From an optimization exercise on the open Yosys and OpenROAD flow, aimed at small area and a short achievable clock period; shortcuts taken in it are not production practice. Where RTL was checked, it was by simulation tests only, not by an equivalence proof against the original.

==> juniper: inputs <==
Design alu, start of the top module:
module alu(instr,clk,rst,alucon,result,zero,so1,so2);
input [31:0] instr;
input clk;
input rst;
output [3:0] alucon;
output zero;
output reg [31:0] so1;
output reg [31:0] so2;
output [31:0] result;
  reg [2:0] ac;
  assign alucon = {1'b0, ac};
  reg [31:0] s0, s1, s2, s3, s4, s5, s6, s7;
  reg [32*27-1:0] mem;   
  reg        pend;       
  reg [2:0]  pend_rd;    
  reg        pend_ld;    
  reg [4:0]  maddr;      
  reg        mok;        
  reg [31:0] row0;
  reg [31:0] row1;
  reg [31:0] row2;
  reg [31:0] row3;
  reg cin;
  wire ps1 = row0[0] ^ row1[0];
  wire pc2 = row0[0] & row1[0];
  wire ps3 = row0[1] ^ row1[1] ^ row2[1];
  wire pc4 = (row0[1] & row1[1]) | (row0[1] & row2[1]) | (row1[1] & row2[1]);
  wire ps5 = row0[2] ^ row1[2] ^ row2[2];
  wire pc6 = (row0[2] & row1[2]) | (row0[2] & row2[2]) | (row1[2] & row2[2]);
  wire ps7 = row0[3] ^ row1[3] ^ row2[3];
  wire pc8 = (row0[3] & row1[3]) | (row0[3] & row2[3]) | (row1[3] & row2[3]);
  wire ps9 = row0[4] ^ row1[4] ^ row2[4];
  wire pc10 = (row0[4] & row1[4]) | (row0[4] & row2[4]) | (row1[4] & row2[4]);
  wire ps11 = row0[5] ^ row1[5] ^ row2[5];
  wire pc12 = (row0[5] & row1[5]) | (row0[5] & row2[5]) | (row1[5] & row2[5]);
  wire ps13 = row0[6] ^ row1[6] ^ row2[6];
  ...
make LEC_CHECK=0 CAP_MARGIN=20 CORE_MARGIN=2 CORE_UTILIZATION=40 PLACE_DENSITY=0.6 SLEW_MARGIN=20 finish   # period 16.0 ns
run.sh (not shown) runs the stock make flow with config.mk's settings and CLKGATE_MAP_FILE= SYNTH_SCRIPT=/design/flow/synth_recipe.tcl, a recipe that flattens the netlist after the stock synthesis.
==> xenon: changes against juniper <==
- ABC_AREA: not set -> 1
==> impl_metrics.ini <==
[yosys]
ys_types = 98
syn_area_um2 = 67660

[floorplan]
die_height_um = 415.3

[status]
outcome = complete, no violations
[end of results for juniper]
==> impl_metrics.ini <==
[yosys]
ys_types = 63
syn_area_um2 = 69010
synth_largest_area_cell = edfxtp_1

[clocking]
clock_sinks = 1319

[floorplan]
die_height_um = 419.4

[sta]
fmax_ghz = 0.09506

[status]
outcome = complete, no violations

[power]
p_total_uw = 8473
[end of results for xenon]
Function was not checked in any run of this note: the RTL went through the layout flow alone.

* * *

==> run a <==
alu, a different RTL version from the one above (not shown whole).
==> flow/config.mk <==
export PLATFORM = sky130hd
export DESIGN_NAME = alu
export DESIGN_NICKNAME = alu
export VERILOG_FILES = /design/flow/design.v
export SDC_FILE = /design/flow/constraint.sdc
export NUM_CORES = 4
export LEC_CHECK = 0
export ABC_AREA = 1
export CAP_MARGIN = 20
export CORE_MARGIN = 2
export CORE_UTILIZATION = 55
export CTS_BUF_LIST = sky130_fd_sc_hd__clkbuf_8
export PLACE_DENSITY = 0.7
export SLEW_MARGIN = 20
==> flow/constraint.sdc <==
create_clock -name core_clock -period 16.0 [get_ports {clk}]
set_input_delay 3.2000 -clock core_clock [delete_from_list [all_inputs] [get_ports {clk}]]
set_output_delay 3.2000 -clock core_clock [all_outputs]
set_load 0.01 [all_outputs]
standard.sh (not shown) runs the stock make flow with config.mk's settings and CLKGATE_MAP_FILE= SYNTH_SCRIPT=/design/flow/synth_recipe.tcl, a recipe that flattens the netlist after the stock synthesis.
==> flow/flow/run.sh <==
#!/bin/bash
# Layout flow: the standard ORFS flow (standard synthesis, floorplan,
# placement, CTS, routing) with a larger setup-slack target for the timing
# repair steps, so that the repair keeps improving paths that already meet
# the 16 ns clock. The clock, I/O delays and all constraints are the standard flow's.
set -euo pipefail
MARGIN=9
TNS=10
sed -e "s/\"\${@:-finish}\"/SETUP_SLACK_MARGIN=$MARGIN TNS_END_PERCENT=$TNS \"\${@:-finish}\"/" standard.sh > standard_margin.sh
grep -q "SETUP_SLACK_MARGIN=$MARGIN TNS_END_PERCENT" standard_margin.sh
bash standard_margin.sh > standard.log 2>&1
==> inputs of run b, as changes to run a <==
--- a/flow/design.v
+++ b/flow/design.v
@@ -14,16 +14,18 @@
   reg        pend;       
   reg [2:0]  pend_rd;    
   reg        pend_ld;    
   reg [4:0]  maddr;      
   reg        mok;        
+  reg [26:0] lsel;       
   reg        st;         
   reg [31:0] sdr;        
   reg [31:0] row0;
   reg [31:0] row1;
   reg [31:0] row2;
   reg [31:0] row3;
+  reg cin;
   wire ps1 = row0[0] ^ row1[0];
   wire pc2 = row0[0] & row1[0];
   wire ps3 = row0[1] ^ row1[1] ^ row2[1];
   wire pc4 = (row0[1] & row1[1]) | (row0[1] & row2[1]) | (row1[1] & row2[1]);
   wire ps5 = row0[2] ^ row1[2] ^ row2[2];
@@ -150,55 +152,25 @@
   wire pc126 = (row3[30] & ps61) | (row3[30] & pc60) | (ps61 & pc60);
   wire ps127 = row3[31] ^ ps63 ^ pc62;
   wire pc128 = (row3[31] & ps63) | (row3[31] & pc62) | (ps63 & pc62);
   wire [31:0] fa_ = {ps127, ps125, ps123, ps121, ps119, ps117, ps115, ps113, ps111, ps109, ps107, ps105, ps103, ps101, ps99, ps97, ps95, ps93, ps91, ps89, ps87, ps85, ps83, ps81, ps79, ps77, ps75, ps73, ps71, ps69, ps67, ps1};
   wire [31:0] fb_ = {pc126, pc124, pc122, pc120, pc118, pc116, pc114, pc112, pc110, pc108, pc106, pc104, pc102, pc100, pc98, pc96, pc94, pc92, pc90, pc88, pc86, pc84, pc82, pc80, pc78, pc76, pc74, pc72, pc70, pc68, pc66, ps65};
-  wire mul = ac[2];
-  wire sub = ~ac[2] & ac[1] & ac[0];
   wire arith = ac[2] | ac[1];
-  wire [31:0] aa = mul ? fa_ : so1;
-  wire [31:0] ab = mul ? fb_ : so2 ^ {32{sub}};
-  wire [31:0] sum = aa + ab + {31'b0, sub};
-  wire zsum = ~|(aa ^ ab ^ {aa[30:0] | ab[30:0], sub});
+  wire [31:0] sum = fa_ + fb_ + {31'b0, cin};
+  wire zsum = ~|(fa_ ^ fb_ ^ {fa_[30:0] | fb_[30:0], cin});
   wire [31:0] andv = so1 & so2;
   wire [31:0] orv = so1 | so2;
   assign result = arith ? sum : ac[0] ? orv : andv;
   assign zero = arith ? zsum : ac[0] ? ~|orv : ~|andv;
   reg [31:0] mrd;
+  integer k;
   always @* begin
-    case (maddr)
-      5'd0: mrd = mem[31:0];
-      5'd1: mrd = mem[63:32];
-      5'd2: mrd = mem[95:64];
-      5'd3: mrd = mem[127:96];
-      5'd4: mrd = mem[159:128];
-      5'd5: mrd = mem[191:160];
-      5'd6: mrd = mem[223:192];
-      5'd7: mrd = mem[255:224];
-      5'd8: mrd = mem[287:256];
-      5'd9: mrd = mem[319:288];
-      5'd10: mrd = mem[351:320];
-      5'd11: mrd = mem[383:352];
-      5'd12: mrd = mem[415:384];
-      5'd13: mrd = mem[447:416];
-      5'd14: mrd = mem[479:448];
-      5'd15: mrd = mem[511:480];
-      5'd16: mrd = mem[543:512];
-      5'd17: mrd = mem[575:544];
-      5'd18: mrd = mem[607:576];
-      5'd19: mrd = mem[639:608];
-      5'd20: mrd = mem[671:640];
-      5'd21: mrd = mem[703:672];
-      5'd22: mrd = mem[735:704];
-      5'd23: mrd = mem[767:736];
-      5'd24: mrd = mem[799:768];
-      5'd25: mrd = mem[831:800];
-      5'd26: mrd = mem[863:832];
-      default: mrd = 32'b0;
-    endcase
+    mrd = 32'b0;
+    for (k = 0; k < 27; k = k + 1)
+      mrd = mrd | (mem[32*k +: 32] & {32{lsel[k]}});
   end
-  wire [31:0] pv = pend_ld ? (mok ? mrd : 32'b0) : result;
+  wire [31:0] pv = mrd | (result & {32{~pend_ld}});
   wire [5:0] op = instr[31:26];
   wire [5:0] fn = instr[5:0];
   wire [4:0] rs = instr[25:21];
   wire [4:0] rt = instr[20:16];
   wire [4:0] rd = instr[15:11];
@@ -228,83 +200,112 @@
     case (a)
       3'd0: rdreg = s0; 3'd1: rdreg = s1; 3'd2: rdreg = s2; 3'd3: rdreg = s3;
       3'd4: rdreg = s4; 3'd5: rdreg = s5; 3'd6: rdreg = s6; default: rdreg = s7;
     endcase
   endfunction
-  wire [31:0] r1 = (pend && pend_rd == rs[2:0]) ? pv : rdreg(rs[2:0]);
-  wire [31:0] r2 = (pend && pend_rd == rt[2:0]) ? pv : rdreg(rt[2:0]);
+  wire [7:0] pf, d1, d2;
+  wire [31:0] sv [0:7];
+  assign sv[0] = s0; assign sv[1] = s1; assign sv[2] = s2; assign sv[3] = s3;
+  assign sv[4] = s4; assign sv[5] = s5; assign sv[6] = s6; assign sv[7] = s7;
+  genvar g;
+  generate
+    for (g = 0; g < 8; g = g + 1) begin : g_rsel
+      assign pf[g] = pend & (pend_rd == g);
+      assign d1[g] = rs[2:0] == g;
+      assign d2[g] = rt[2:0] == g;
+    end
+  endgenerate
+  wire h1 = |(d1 & pf);
+  wire h2 = |(d2 & pf);
+  reg [31:0] r1, r2;
+  integer m;
+  always @* begin
+    r1 = pv & {32{h1}};
+    r2 = pv & {32{h2}};
+    for (m = 0; m < 8; m = m + 1) begin
+      r1 = r1 | (sv[m] & {32{d1[m] & ~pf[m]}});
+      r2 = r2 | (sv[m] & {32{d2[m] & ~pf[m]}});
+    end
+  end
   wire [31:0] x = ((isR | isBQ | isI) & rs_ok) ? r1 : so1;
   wire [31:0] y = ((isR | isBQ) & rt_ok) ? r2 : isI ? {16'b0, imm} : so2;
   wire [31:0] eb = {16'b0, imm};
   wire [5:0] ea_lo = {1'b0, x[4:0]} + {1'b0, imm[4:0]};
   wire [31:0] ea_ph = x ^ eb;
   wire [31:0] ea_pg = x | eb;
   wire ea_hz = (ea_ph[5] == ea_lo[5]) & (ea_ph[31:6] == ea_pg[30:5]);
   wire ea_ok = ea_hz & (ea_lo[4:0] < 5'd27);
-  wire bn0 = y[1] & ~(y[0] & 1'b0);
+  wire [26:0] lsel_n;
+  genvar q;
+  generate
+    for (q = 0; q < 27; q = q + 1) begin : g_lsel
+      assign lsel_n[q] = isLW & ea_ok & (ea_lo[4:0] == q);
+    end
+  endgenerate
+  wire bn0 = y[1];
   wire b10 = y[0] ^ 1'b0;
-  wire b20 = (y[1] & ~y[0] & ~1'b0) | (~y[1] & y[0] & 1'b0);
+  wire b20 = (y[1] ^ y[0]) & ~(y[0] ^ 1'b0);
   wire [31:0] pp0 = ({32{b10}} & x[31:0] | {32{b20}} & {x[30:0], 1'b0}) ^ {32{bn0}};
-  wire bn1 = y[3] & ~(y[2] & y[1]);
+  wire bn1 = y[3];
   wire b11 = y[2] ^ y[1];
-  wire b21 = (y[3] & ~y[2] & ~y[1]) | (~y[3] & y[2] & y[1]);
+  wire b21 = (y[3] ^ y[2]) & ~(y[2] ^ y[1]);
   wire [29:0] pp1 = ({30{b11}} & x[29:0] | {30{b21}} & {x[28:0], 1'b0}) ^ {30{bn1}};
-  wire bn2 = y[5] & ~(y[4] & y[3]);
+  wire bn2 = y[5];
   wire b12 = y[4] ^ y[3];
-  wire b22 = (y[5] & ~y[4] & ~y[3]) | (~y[5] & y[4] & y[3]);
+  wire b22 = (y[5] ^ y[4]) & ~(y[4] ^ y[3]);
   wire [27:0] pp2 = ({28{b12}} & x[27:0] | {28{b22}} & {x[26:0], 1'b0}) ^ {28{bn2}};
-  wire bn3 = y[7] & ~(y[6] & y[5]);
+  wire bn3 = y[7];
   wire b13 = y[6] ^ y[5];
-  wire b23 = (y[7] & ~y[6] & ~y[5]) | (~y[7] & y[6] & y[5]);
+  wire b23 = (y[7] ^ y[6]) & ~(y[6] ^ y[5]);
   wire [25:0] pp3 = ({26{b13}} & x[25:0] | {26{b23}} & {x[24:0], 1'b0}) ^ {26{bn3}};
-  wire bn4 = y[9] & ~(y[8] & y[7]);
+  wire bn4 = y[9];
   wire b14 = y[8] ^ y[7];
-  wire b24 = (y[9] & ~y[8] & ~y[7]) | (~y[9] & y[8] & y[7]);
+  wire b24 = (y[9] ^ y[8]) & ~(y[8] ^ y[7]);
   wire [23:0] pp4 = ({24{b14}} & x[23:0] | {24{b24}} & {x[22:0], 1'b0}) ^ {24{bn4}};
-  wire bn5 = y[11] & ~(y[10] & y[9]);
+  wire bn5 = y[11];
   wire b15 = y[10] ^ y[9];
-  wire b25 = (y[11] & ~y[10] & ~y[9]) | (~y[11] & y[10] & y[9]);
+  wire b25 = (y[11] ^ y[10]) & ~(y[10] ^ y[9]);
   wire [21:0] pp5 = ({22{b15}} & x[21:0] | {22{b25}} & {x[20:0], 1'b0}) ^ {22{bn5}};
-  wire bn6 = y[13] & ~(y[12] & y[11]);
+  wire bn6 = y[13];
   wire b16 = y[12] ^ y[11];
-  wire b26 = (y[13] & ~y[12] & ~y[11]) | (~y[13] & y[12] & y[11]);
+  wire b26 = (y[13] ^ y[12]) & ~(y[12] ^ y[11]);
   wire [19:0] pp6 = ({20{b16}} & x[19:0] | {20{b26}} & {x[18:0], 1'b0}) ^ {20{bn6}};
-  wire bn7 = y[15] & ~(y[14] & y[13]);
+  wire bn7 = y[15];
   wire b17 = y[14] ^ y[13];
-  wire b27 = (y[15] & ~y[14] & ~y[13]) | (~y[15] & y[14] & y[13]);
+  wire b27 = (y[15] ^ y[14]) & ~(y[14] ^ y[13]);
   wire [17:0] pp7 = ({18{b17}} & x[17:0] | {18{b27}} & {x[16:0], 1'b0}) ^ {18{bn7}};
-  wire bn8 = y[17] & ~(y[16] & y[15]);
+  wire bn8 = y[17];
   wire b18 = y[16] ^ y[15];
-  wire b28 = (y[17] & ~y[16] & ~y[15]) | (~y[17] & y[16] & y[15]);
+  wire b28 = (y[17] ^ y[16]) & ~(y[16] ^ y[15]);
   wire [15:0] pp8 = ({16{b18}} & x[15:0] | {16{b28}} & {x[14:0], 1'b0}) ^ {16{bn8}};
-  wire bn9 = y[19] & ~(y[18] & y[17]);
+  wire bn9 = y[19];
   wire b19 = y[18] ^ y[17];
-  wire b29 = (y[19] & ~y[18] & ~y[17]) | (~y[19] & y[18] & y[17]);
+  wire b29 = (y[19] ^ y[18]) & ~(y[18] ^ y[17]);
   wire [13:0] pp9 = ({14{b19}} & x[13:0] | {14{b29}} & {x[12:0], 1'b0}) ^ {14{bn9}};
-  wire bn10 = y[21] & ~(y[20] & y[19]);
+  wire bn10 = y[21];
   wire b110 = y[20] ^ y[19];
-  wire b210 = (y[21] & ~y[20] & ~y[19]) | (~y[21] & y[20] & y[19]);
+  wire b210 = (y[21] ^ y[20]) & ~(y[20] ^ y[19]);
   wire [11:0] pp10 = ({12{b110}} & x[11:0] | {12{b210}} & {x[10:0], 1'b0}) ^ {12{bn10}};
-  wire bn11 = y[23] & ~(y[22] & y[21]);
+  wire bn11 = y[23];
   wire b111 = y[22] ^ y[21];
-  wire b211 = (y[23] & ~y[22] & ~y[21]) | (~y[23] & y[22] & y[21]);
+  wire b211 = (y[23] ^ y[22]) & ~(y[22] ^ y[21]);
   wire [9:0] pp11 = ({10{b111}} & x[9:0] | {10{b211}} & {x[8:0], 1'b0}) ^ {10{bn11}};
-  wire bn12 = y[25] & ~(y[24] & y[23]);
+  wire bn12 = y[25];
   wire b112 = y[24] ^ y[23];
-  wire b212 = (y[25] & ~y[24] & ~y[23]) | (~y[25] & y[24] & y[23]);
+  wire b212 = (y[25] ^ y[24]) & ~(y[24] ^ y[23]);
   wire [7:0] pp12 = ({8{b112}} & x[7:0] | {8{b212}} & {x[6:0], 1'b0}) ^ {8{bn12}};
-  wire bn13 = y[27] & ~(y[26] & y[25]);
+  wire bn13 = y[27];
   wire b113 = y[26] ^ y[25];
-  wire b213 = (y[27] & ~y[26] & ~y[25]) | (~y[27] & y[26] & y[25]);
+  wire b213 = (y[27] ^ y[26]) & ~(y[26] ^ y[25]);
   wire [5:0] pp13 = ({6{b113}} & x[5:0] | {6{b213}} & {x[4:0], 1'b0}) ^ {6{bn13}};
-  wire bn14 = y[29] & ~(y[28] & y[27]);
+  wire bn14 = y[29];
   wire b114 = y[28] ^ y[27];
-  wire b214 = (y[29] & ~y[28] & ~y[27]) | (~y[29] & y[28] & y[27]);
+  wire b214 = (y[29] ^ y[28]) & ~(y[28] ^ y[27]);
   wire [3:0] pp14 = ({4{b114}} & x[3:0] | {4{b214}} & {x[2:0], 1'b0}) ^ {4{bn14}};
-  wire bn15 = y[31] & ~(y[30] & y[29]);
+  wire bn15 = y[31];
   wire b115 = y[30] ^ y[29];
-  wire b215 = (y[31] & ~y[30] & ~y[29]) | (~y[31] & y[30] & y[29]);
+  wire b215 = (y[31] ^ y[30]) & ~(y[30] ^ y[29]);
   wire pp15_0 = b115 & x[0];
   wire pp15_1 = b115 ? (x[1] ^ (bn15 & x[0])) : (b215 & x[0]);
   wire ms129 = pp0[24] ^ pp1[22];
   wire mc130 = pp0[24] & pp1[22];
   wire ms131 = pp0[25] ^ pp1[23];
@@ -667,10 +668,12 @@
   wire x488 = x486 ^ x487;
   wire [31:0] mrow0 = {x479, ms461, ms457, ms453, ms449, ms445, ms441, ms437, ms433, ms429, ms425, ms421, ms417, ms413, ms409, ms405, ms401, ms397, ms393, ms389, ms385, ms381, ms377, bn4, pp2[3], pp2[2], pp0[5], pp0[4], pp0[3], pp0[2], pp0[1], pp0[0]};
   wire [31:0] mrow1 = {x482, ms463, ms459, ms455, ms451, ms447, ms443, ms439, ms435, ms431, ms427, ms423, ms419, ms415, ms411, ms407, ms403, ms399, ms395, ms391, ms387, ms383, ms379, ms373, pp3[1], pp3[0], pp1[3], pp1[2], pp1[1], pp1[0], 1'b0, bn0};
   wire [31:0] mrow2 = {x485, mc458, mc454, mc450, mc446, mc442, mc438, mc434, mc430, mc426, mc422, mc418, mc414, mc410, mc406, mc402, mc398, mc394, mc390, mc386, mc382, mc378, mc374, ms375, ms371, bn3, pp2[1], pp2[0], 1'b0, bn1, 1'b0, 1'b0};
   wire [31:0] mrow3 = {x488, mc460, mc456, mc452, mc448, mc444, mc440, mc436, mc432, mc428, mc424, mc420, mc416, mc412, mc408, mc404, mc400, mc396, mc392, mc388, mc384, mc380, mc376, mc372, mc370, ms369, 1'b0, bn2, 1'b0, 1'b0, 1'b0, 1'b0};
+  wire mul_n = ac_n == 3'd4;
+  wire sub_n = ac_n == 3'd3;
   always @(posedge clk) begin
     if (rst) begin
       ac <= 3'd0; so1 <= 32'b0; so2 <= 32'b0;
       pend <= 1'b0; st <= 1'b0;
     end else begin
@@ -680,15 +683,17 @@
     end
     pend_rd <= isR ? rd[2:0] : rt[2:0];
     pend_ld <= isLW;
     maddr <= ea_lo[4:0];
     mok <= ea_ok;
+    lsel <= lsel_n;
     sdr <= r2;
-    row0 <= mrow0;
-    row1 <= mrow1;
-    row2 <= mrow2;
-    row3 <= mrow3;
+    row0 <= mul_n ? mrow0 : x;
+    row1 <= mul_n ? mrow1 : (sub_n ? ~y : y);
+    row2 <= mul_n ? mrow2 : 32'b0;
+    row3 <= mul_n ? mrow3 : 32'b0;
+    cin <= sub_n & ~mul_n;
   end
   wire [31:0] pv0 = pv & {32{~rst}};
   wire [7:0] swe;
   genvar w;
   generate
--- a/flow/config.mk
+++ b/flow/config.mk
@@ -7,8 +7,9 @@
 export LEC_CHECK = 0
 export ABC_AREA = 1
 export CAP_MARGIN = 20
 export CORE_MARGIN = 2
 export CORE_UTILIZATION = 55
-export CTS_BUF_LIST = sky130_fd_sc_hd__clkbuf_8
+export CTS_CLUSTER_DIAMETER = 80
+export CTS_CLUSTER_SIZE = 20
 export PLACE_DENSITY = 0.7
 export SLEW_MARGIN = 20
==> inputs of run c, as changes to run a <==
==> flow/config.mk (replaced) <==
export PLATFORM = sky130hd
export DESIGN_NAME = alu
export DESIGN_NICKNAME = alu
export VERILOG_FILES = /design/flow/design.v
export SDC_FILE = /design/flow/constraint.sdc
export NUM_CORES = 4
export LEC_CHECK = 0
export CAP_MARGIN = 20
export CORE_MARGIN = 2
export CORE_UTILIZATION = 40
export PLACE_DENSITY = 0.6
export SLEW_MARGIN = 20
==> summary of the runs <==
In run a the register-to-register slack is higher than in run c, by 0.58 ns. Against run c, the die area of run b is lower by about 27%. Via count, highest first: run a, run b, run c. Of run a and run c, run a has the higher utilization (gap 18 points). Between run b and run a, the lower flip-flop and latch count is in run a (gap 28). Design area: run b < run c < run a.
==> figures <==
|  | run a | run c | run b |
|---|---|---|---|
| Result of the run | timing/DRC/antenna clean | timing/DRC/antenna clean | timing/DRC/antenna clean |
| Number of buffers inserted during clock tree synthesis | 215 | 142 | 83 |
| Cell area after technology mapping | 69700 sq um | 68600 sq um | 68500 sq um |
| Deepest level of the CTS H-tree | 4 | 4 | 3 |
| Iter 0 DRT Violations | 9790 | 8749 | 9190 |
| Number of standard cells in the final layout excluding fillers | 9467 | 8102 | 8795 |
| Max_slew headroom | 0.188 | 0.137 | 0.170 |
| Number of logic stages on the critical path including buffering | 9 | 16 | 24 |
| Inverters, non-clock | 890 | 316 | 736 |
| Core footprint | 126000 sq um | 170000 sq um | 124000 sq um |
| Standard cell area after detailed placement | 73300 sq um | 73100 sq um | 72100 sq um |
| Sequential cell area fraction in the yosys report | 0.548 | 0.558 | 0.566 |
| Critical path's largest stage delay | 0.61 ns | 0.55 ns | 0.76 ns |
Function not checked in run a and run c: the RTL went through the layout flow alone.

==> what the ideal ports hide <==
No port has a modelled driver above. Below, the same layouts with a new extraction and two added sets of constraints. Step 1: set_driving_cell puts a clkbuf_16 on clk and a buf_2 on each other input, an assumption about the parent block. Step 2, shift: input delay + t, output delay - t, t = (earliest + latest rising clock arrival at the registers) / 2. This alone moves slack from input paths to output paths. a / b / c = ideal ports / drivers / drivers and shift; a / b = the first two.
| run | t (ns) | slack for setup (ns) | hold WS [ns] | worst register clock-pin slew, ns | pins driven straight from the clock port |
|---|---|---|---|---|---|
| juniper | 0.884 | 4.790 / 4.700 / 3.816 | 0.942 / 0.942 / 0.942 | 0.07 / 0.07 | 1 |
| xenon | 0.873 | 5.481 / 5.535 / 4.662 | 0.762 / 0.762 / 0.762 | 0.08 / 0.08 | 1 |
| run a | 1.030 | 8.253 / 8.172 / 7.709 | 0.631 / 0.631 / 0.631 | 0.07 / 0.07 | 1 |
| run b | 0.806 | 8.545 / 8.565 / 7.759 | 0.691 / 0.691 / 0.691 | 0.09 / 0.09 | 1 |
| run c | 0.897 | 7.961 / 7.879 / 7.258 | 0.615 / 0.615 / 0.615 | 0.07 / 0.07 | 1 |
After both steps setup and hold are still met in every run listed. For juniper, which loses most, drivers alone change the setup slack by -0.090 ns; drivers and shift together by -0.974 ns.
